This design comes from an exercise in tuning for a short achievable clock period and few clock cycles per item on the open sky130 flow, not from production work.
The flow treats the clock pin as an ideal source, which a real chip does not have.

Setup of v6:
==> flow/design.v <==
module risc_processor (
    input clk,
    input reset,
    output [7:0] imem_addr,
    input  [7:0] imem_data,
    output reg [7:0] result,   
    output reg result_valid
    );
    reg [7:0] pcn;             
    reg [7:0] ia;              
    reg [7:0] rf [0:3];
    reg [7:0] mem [0:15];
    reg        if_valid;       
    reg [3:0]  if_rsh, if_rth; 
    reg [7:0]  if_ra, if_rb;   
    reg        if_wa, if_wb;   
    reg        if_fa, if_fb;   
    reg        if_add, if_sub, if_and, if_or, if_ld, if_st;
    reg [3:0]  if_we;          
    reg [3:0]  t_p0, t_p1, t_g0, t_g1, t_y00, t_y01, t_y10, t_y11;
    reg        ex_valid;
    reg [3:0]  ex_we;          
    reg        ex_wres;        
    reg [15:0] ex_sth;         
    reg        ex_stf;         
    reg [3:0]  wb_we;          
    reg [7:0]  last;           
    reg [7:0]  fw;             
    reg [7:0]  fwn;            
    reg [15:0] fwmh;           
    reg        wb_wres;        
    reg        wb_valid;
    reg [7:0]  p0, p1, g0, g1; 
    reg [7:0]  y00, y01;       
    reg [7:0]  y10, y11;       
    reg        cin;
    reg [15:0] ex_lah;         
    reg        ex_sfa;         
    reg [7:0]  ex_sd;          
    assign imem_addr = ia;
    wire [7:0] pcn_next = pcn - 8'd1;
    wire [3:0] f_we = if_we;
    wire f_fwa = if_fa;
    wire f_fwb = if_fb;
    wire [7:0] ra = ({8{if_wa}} & ~fwn) | if_ra;
    wire [7:0] rb = ({8{if_wb}} & ~fwn) | if_rb;
    reg [7:0] d_p0, d_p1, d_g0, d_g1, d_y00, d_y01, d_y10, d_y11;
    integer k;
    always @* begin
        for (k = 0; k < 8; k = k + 1) begin
            d_p0[k]  = t_p0[{ra[k], rb[k]}];
            d_p1[k]  = t_p1[{ra[k], rb[k]}];
            d_g0[k]  = t_g0[{ra[k], rb[k]}];
            d_g1[k]  = t_g1[{ra[k], rb[k]}];
            d_y00[k] = t_y00[{ra[k], rb[k]}];
            d_y01[k] = t_y01[{ra[k], rb[k]}];
            d_y10[k] = t_y10[{ra[k], rb[k]}];
            d_y11[k] = t_y11[{ra[k], rb[k]}];
        end
    end
    wire [15:0] rah = 16'd1 << ra[3:0];
    wire [15:0] rbh = 16'd1 << rb[3:0];
    wire [7:0] p = (fw & p1) | (~fw & p0);
    wire [7:0] g = (fw & g1) | (~fw & g0);
    wire [8:0] G0 = {g, cin};
    wire [8:0] P0 = {p, 1'b0};
    wire [8:0] G1 = G0 | (P0 & {G0[7:0], 1'b0});
    wire [8:0] P1 = P0 & {P0[7:0], 1'b0};
    wire [8:0] G2 = G1 | (P1 & {G1[6:0], 2'b0});
    wire [8:0] P2 = P1 & {P1[6:0], 2'b0};
    wire [8:0] G3 = G2 | (P2 & {G2[4:0], 4'b0});
    wire [7:0] c = G3[7:0];
    reg  [7:0] ldn;
    integer j;
    always @* begin
        ldn = 8'h00;
        for (j = 0; j < 16; j = j + 1)
            ldn = ldn | ({8{ex_lah[j]}} & mem[j]);
    end
    reg  [7:0] ldf;
    always @* begin
        ldf = 8'h00;
        for (j = 0; j < 16; j = j + 1)
            ldf = ldf | ({8{fwmh[j]}} & mem[j]);
    end
    wire [7:0] y0 = ((fw & y01) | (~fw & y00)) | ldn | ldf;
    wire [7:0] y1 = (fw & y11) | (~fw & y10);
    wire [7:0] res = (c & y1) | (~c & y0);
    wire [7:0] resr = wb_wres ? ~fwn : last;
    wire [15:0] fwh = 16'd1 << ~fwn[3:0];
    wire [15:0] mwe = ex_sth | ({16{ex_stf}} & fwh);
    wire [7:0]  sd = ex_sfa ? fw : ex_sd;
    wire [3:0] i_rsh = 4'b0001 << imem_data[3:2];
    wire [3:0] i_rth = 4'b0001 << imem_data[1:0];
    wire i_fa = |(f_we & i_rsh);
    wire i_fb = |(f_we & i_rth);
    wire i_wa = |(ex_we & i_rsh);
    wire i_wb = |(ex_we & i_rth);
    wire [3:0] i_sa = (i_fa | i_wa) ? 4'b0000 : i_rsh;
    wire [3:0] i_sb = (i_fb | i_wb) ? 4'b0000 : i_rth;
    wire [7:0] rf_n [0:3];
    assign rf_n[0] = wb_we[0] ? ~fwn : rf[0];
    assign rf_n[1] = wb_we[1] ? ~fwn : rf[1];
    assign rf_n[2] = wb_we[2] ? ~fwn : rf[2];
    assign rf_n[3] = wb_we[3] ? ~fwn : rf[3];
    wire [3:0] i_we = (imem_data[7:4] == 4'd5) ? 4'b0000 :
                      (imem_data[7:4] == 4'd4) ? i_rth : i_rsh;
    wire [3:0] i_op = imem_data[7:4];
    wire i_ar  = (i_op == 4'd0) | (i_op == 4'd1);
    wire i_sub = (i_op == 4'd1);
    wire i_and = (i_op == 4'd2);
    wire i_or  = (i_op == 4'd3);
    wire [3:0] tb_p = {4{i_ar}} & ({4{i_sub}} ^ 4'b0110);             
    wire [3:0] tb_g = {4{i_ar}} & (i_sub ? 4'b0100 : 4'b1000);        
    wire [3:0] tb_y = tb_p | ({4{i_and}} & 4'b1000) | ({4{i_or}} & 4'b1110);
    wire [3:0] tb_n = {4{i_ar}} & ~tb_p;
    function [3:0] fwd1(input [3:0] t, input fa, input fb);
        reg [3:0] u;
        begin
            u = fa ? {t[3:2], t[3:2]} : t;
            fwd1 = fb ? {u[3], u[3], u[1], u[1]} : u;
        end
    endfunction
    integer i;
    always @(posedge clk or posedge reset) begin
        if (reset) begin
            pcn <= 8'hff;
            ia <= 8'h00;
            if_valid <= 1'b0;
            if_we <= 4'b0000;
            result_valid <= 1'b0;
            wb_valid <= 1'b0;
            wb_wres <= 1'b0;
            last <= 8'd0;
            ex_valid <= 1'b0;
            ex_we <= 4'b0000;
            ex_wres <= 1'b0;
            ex_sth <= 16'd0;
            ex_stf <= 1'b0;
            wb_we <= 4'b0000;
            rf[0] <= 8'h05;
            rf[1] <= 8'h00;
            rf[2] <= 8'h03;
            rf[3] <= 8'h00;
            for (i = 0; i < 16; i = i + 1)
                mem[i] <= (i == 5) ? 8'h0A : 8'h00;
        end else begin
            pcn <= pcn_next;
            ia <= ~pcn_next;
            if_valid <= 1'b1;
            if_we <= i_we;
            ex_valid <= if_valid;
            ex_we <= f_we;
            ex_wres <= if_valid && !if_st;
            ex_sth <= (if_valid && if_st && !f_fwb) ? rbh : 16'd0;
            ex_stf <= if_valid && if_st && f_fwb;
            wb_valid <= ex_valid;
            wb_wres <= ex_wres;
            wb_we <= ex_we;
            result_valid <= wb_valid;
            last <= resr;
            for (i = 0; i < 16; i = i + 1)
                if (mwe[i])
                    mem[i] <= sd;
            for (i = 0; i < 4; i = i + 1)
                if (wb_we[i])
                    rf[i] <= ~fwn;
        end
    end
    always @(posedge clk) begin
        if_rsh <= i_rsh;
        if_rth <= i_rth;
        if_fa  <= i_fa;
        if_fb  <= i_fb;
        if_wa  <= i_wa & ~i_fa;
        if_wb  <= i_wb & ~i_fb;
        if_ra  <= ({8{i_sa[0]}} & rf_n[0]) | ({8{i_sa[1]}} & rf_n[1]) |
                  ({8{i_sa[2]}} & rf_n[2]) | ({8{i_sa[3]}} & rf_n[3]);
        if_rb  <= ({8{i_sb[0]}} & rf_n[0]) | ({8{i_sb[1]}} & rf_n[1]) |
                  ({8{i_sb[2]}} & rf_n[2]) | ({8{i_sb[3]}} & rf_n[3]);
        if_add <= imem_data[7:4] == 4'd0;
        if_sub <= imem_data[7:4] == 4'd1;
        if_and <= imem_data[7:4] == 4'd2;
        if_or  <= imem_data[7:4] == 4'd3;
        if_ld  <= imem_data[7:4] == 4'd4;
        if_st  <= imem_data[7:4] == 4'd5;
        fw  <= res;
        result <= resr;
        fwn  <= ~res;
        fwmh <= (if_ld && f_fwa) ? (16'd1 << res[3:0]) : 16'd0;
        t_p0  <= tb_p;
        t_p1  <= fwd1(tb_p, i_fa, i_fb);
        t_g0  <= tb_g;
        t_g1  <= fwd1(tb_g, i_fa, i_fb);
        t_y00 <= tb_y;
        t_y01 <= fwd1(tb_y, i_fa, i_fb);
        t_y10 <= tb_n;
        t_y11 <= fwd1(tb_n, i_fa, i_fb);
        p0  <= d_p0;
        p1  <= d_p1;
        g0  <= d_g0;
        g1  <= d_g1;
        cin <= if_sub;
        y00 <= d_y00;
        y01 <= d_y01;
        y10 <= d_y10;
        y11 <= d_y11;
        ex_lah <= (if_ld && !f_fwa) ? rah : 16'd0;
        ex_sfa <= f_fwa;
        ex_sd  <= ra;
    end
endmodule
Settings: LEC_CHECK=0, ABC_CLOCK_PERIOD_IN_PS=1500, CAP_MARGIN=20, CORE_MARGIN=2, CORE_UTILIZATION=40, SETUP_SLACK_MARGIN=2.5, SLEW_MARGIN=20; clock period 4.0 ns.
standard.sh (not shown) runs the stock make flow with config.mk's settings and CLKGATE_MAP_FILE= SYNTH_SCRIPT=/design/flow/synth_recipe.tcl, a recipe that flattens the netlist after the stock synthesis.
==> flow/flow/run.sh <==
#!/bin/bash
set -euo pipefail
W=$(pwd)
cat > "$W/own_synth.tcl" <<EOT
proc extract_fa {args} { puts "own flow: extract_fa skipped" }
proc abc {args} {
  set i [lsearch \$args -script]
  set args [lreplace \$args [expr {\$i+1}] [expr {\$i+1}] $W/flow/abc_fast.script]
  puts "own flow: abc -script [lindex \$args [expr {\$i+1}]]"
  yosys abc {*}\$args
}
source $W/synth_recipe.tcl
EOT
sed -e "s#/synth_recipe.tcl#/own_synth.tcl#" \
    -e "s#^make \(.*\) \"\${@:-finish}\"#make \1 POST_CTS_TCL=$W/flow/post_cts.tcl \"\${@:-finish}\"#" \
    standard.sh > own_standard.sh
grep -q own_synth.tcl own_standard.sh
grep -q POST_CTS_TCL own_standard.sh
bash own_standard.sh finish > flow_make.log 2>&1
test -s out/final.def
==> flow/flow/abc_fast.script <==
strash
&get -n
&st
&dch
&nf
&st
&syn2
&if -g -K 6
&synch2
&nf
&put
strash
dch -f
map -D 1
buffer -c
topo
stime -c
upsize -c
dnsize -c
==> flow/flow/post_cts.tcl <==
set block [ord::get_db_block]
set root [$block findInst clkbuf_0_clk]
if {$root == "NULL"} {
  puts "own flow: no root clock buffer clkbuf_0_clk; clock tree kept"
} else {
  set innet [[$root findITerm A] getNet]
  set onet [[$root findITerm X] getNet]
  set loads {}
  foreach it [$onet getITerms] {
    if {[$it getInst] != $root} { lappend loads $it }
  }
  if {[llength $loads] > 4 || [llength [$innet getITerms]] != 1 || [llength [$innet getBTerms]] != 1} {
    puts "own flow: root clock buffer drives [llength $loads] pins; clock tree kept"
  } else {
    foreach it $loads {
      puts "own flow: clock port now drives [[$it getInst] getName]"
      $it disconnect
      $it connect $innet
    }
    [$root findITerm A] disconnect
    [$root findITerm X] disconnect
    odb::dbInst_destroy $root
    odb::dbNet_destroy $onet
    estimate_parasitics -placement
    report_clock_latency
    repair_timing_helper
    detailed_placement
    check_placement -verbose
    estimate_parasitics -placement
    report_clock_latency
  }
}
v6 completed every stage of the flow, and the final layout passed the timing, DRC and antenna checks.
Setup changes, v6 to v7
- setting TNS_END_PERCENT to 100 for the first time
- changing SETUP_SLACK_MARGIN from 2.5 to 2.35
Notes after the runs:
- In v7, final instance area is lower than in v6.
- Number of filler cells placed in the layout: v6 and v7 compared, lower one is v6
- Combined global-route utilization of all metal layers came out lower on v7 than on v6.
Function was not checked in any run of this note: the RTL went through the layout flow alone.

[static timing again, ports no longer ideal]
The results above use ideal ports. As a check the final layouts listed here were re-extracted and re-timed, cells and wires unchanged. Step 1: set_driving_cell puts a clkbuf_16 on clk and a buf_2 on each other input, an assumption about the parent block. Step 2 also shifts input and output timing later by t, the mid clock arrival at the registers, as if the neighbouring blocks saw the same clock. Slacks: ideal ports / drivers / drivers and shift; pairs: ideal ports / drivers.
run	t, ns	slack for setup (ns)	worst slew at a driven data input, ns
v6	0.487	2.206 / 2.205 / 1.937	0.06
v7	0.473	2.206 / 2.214 / 1.793	0.06
After both steps setup and hold are still met in every run listed. The setup slack of v7, which loses most, moves by +0.008 ns with the drivers and by -0.413 ns with both steps.
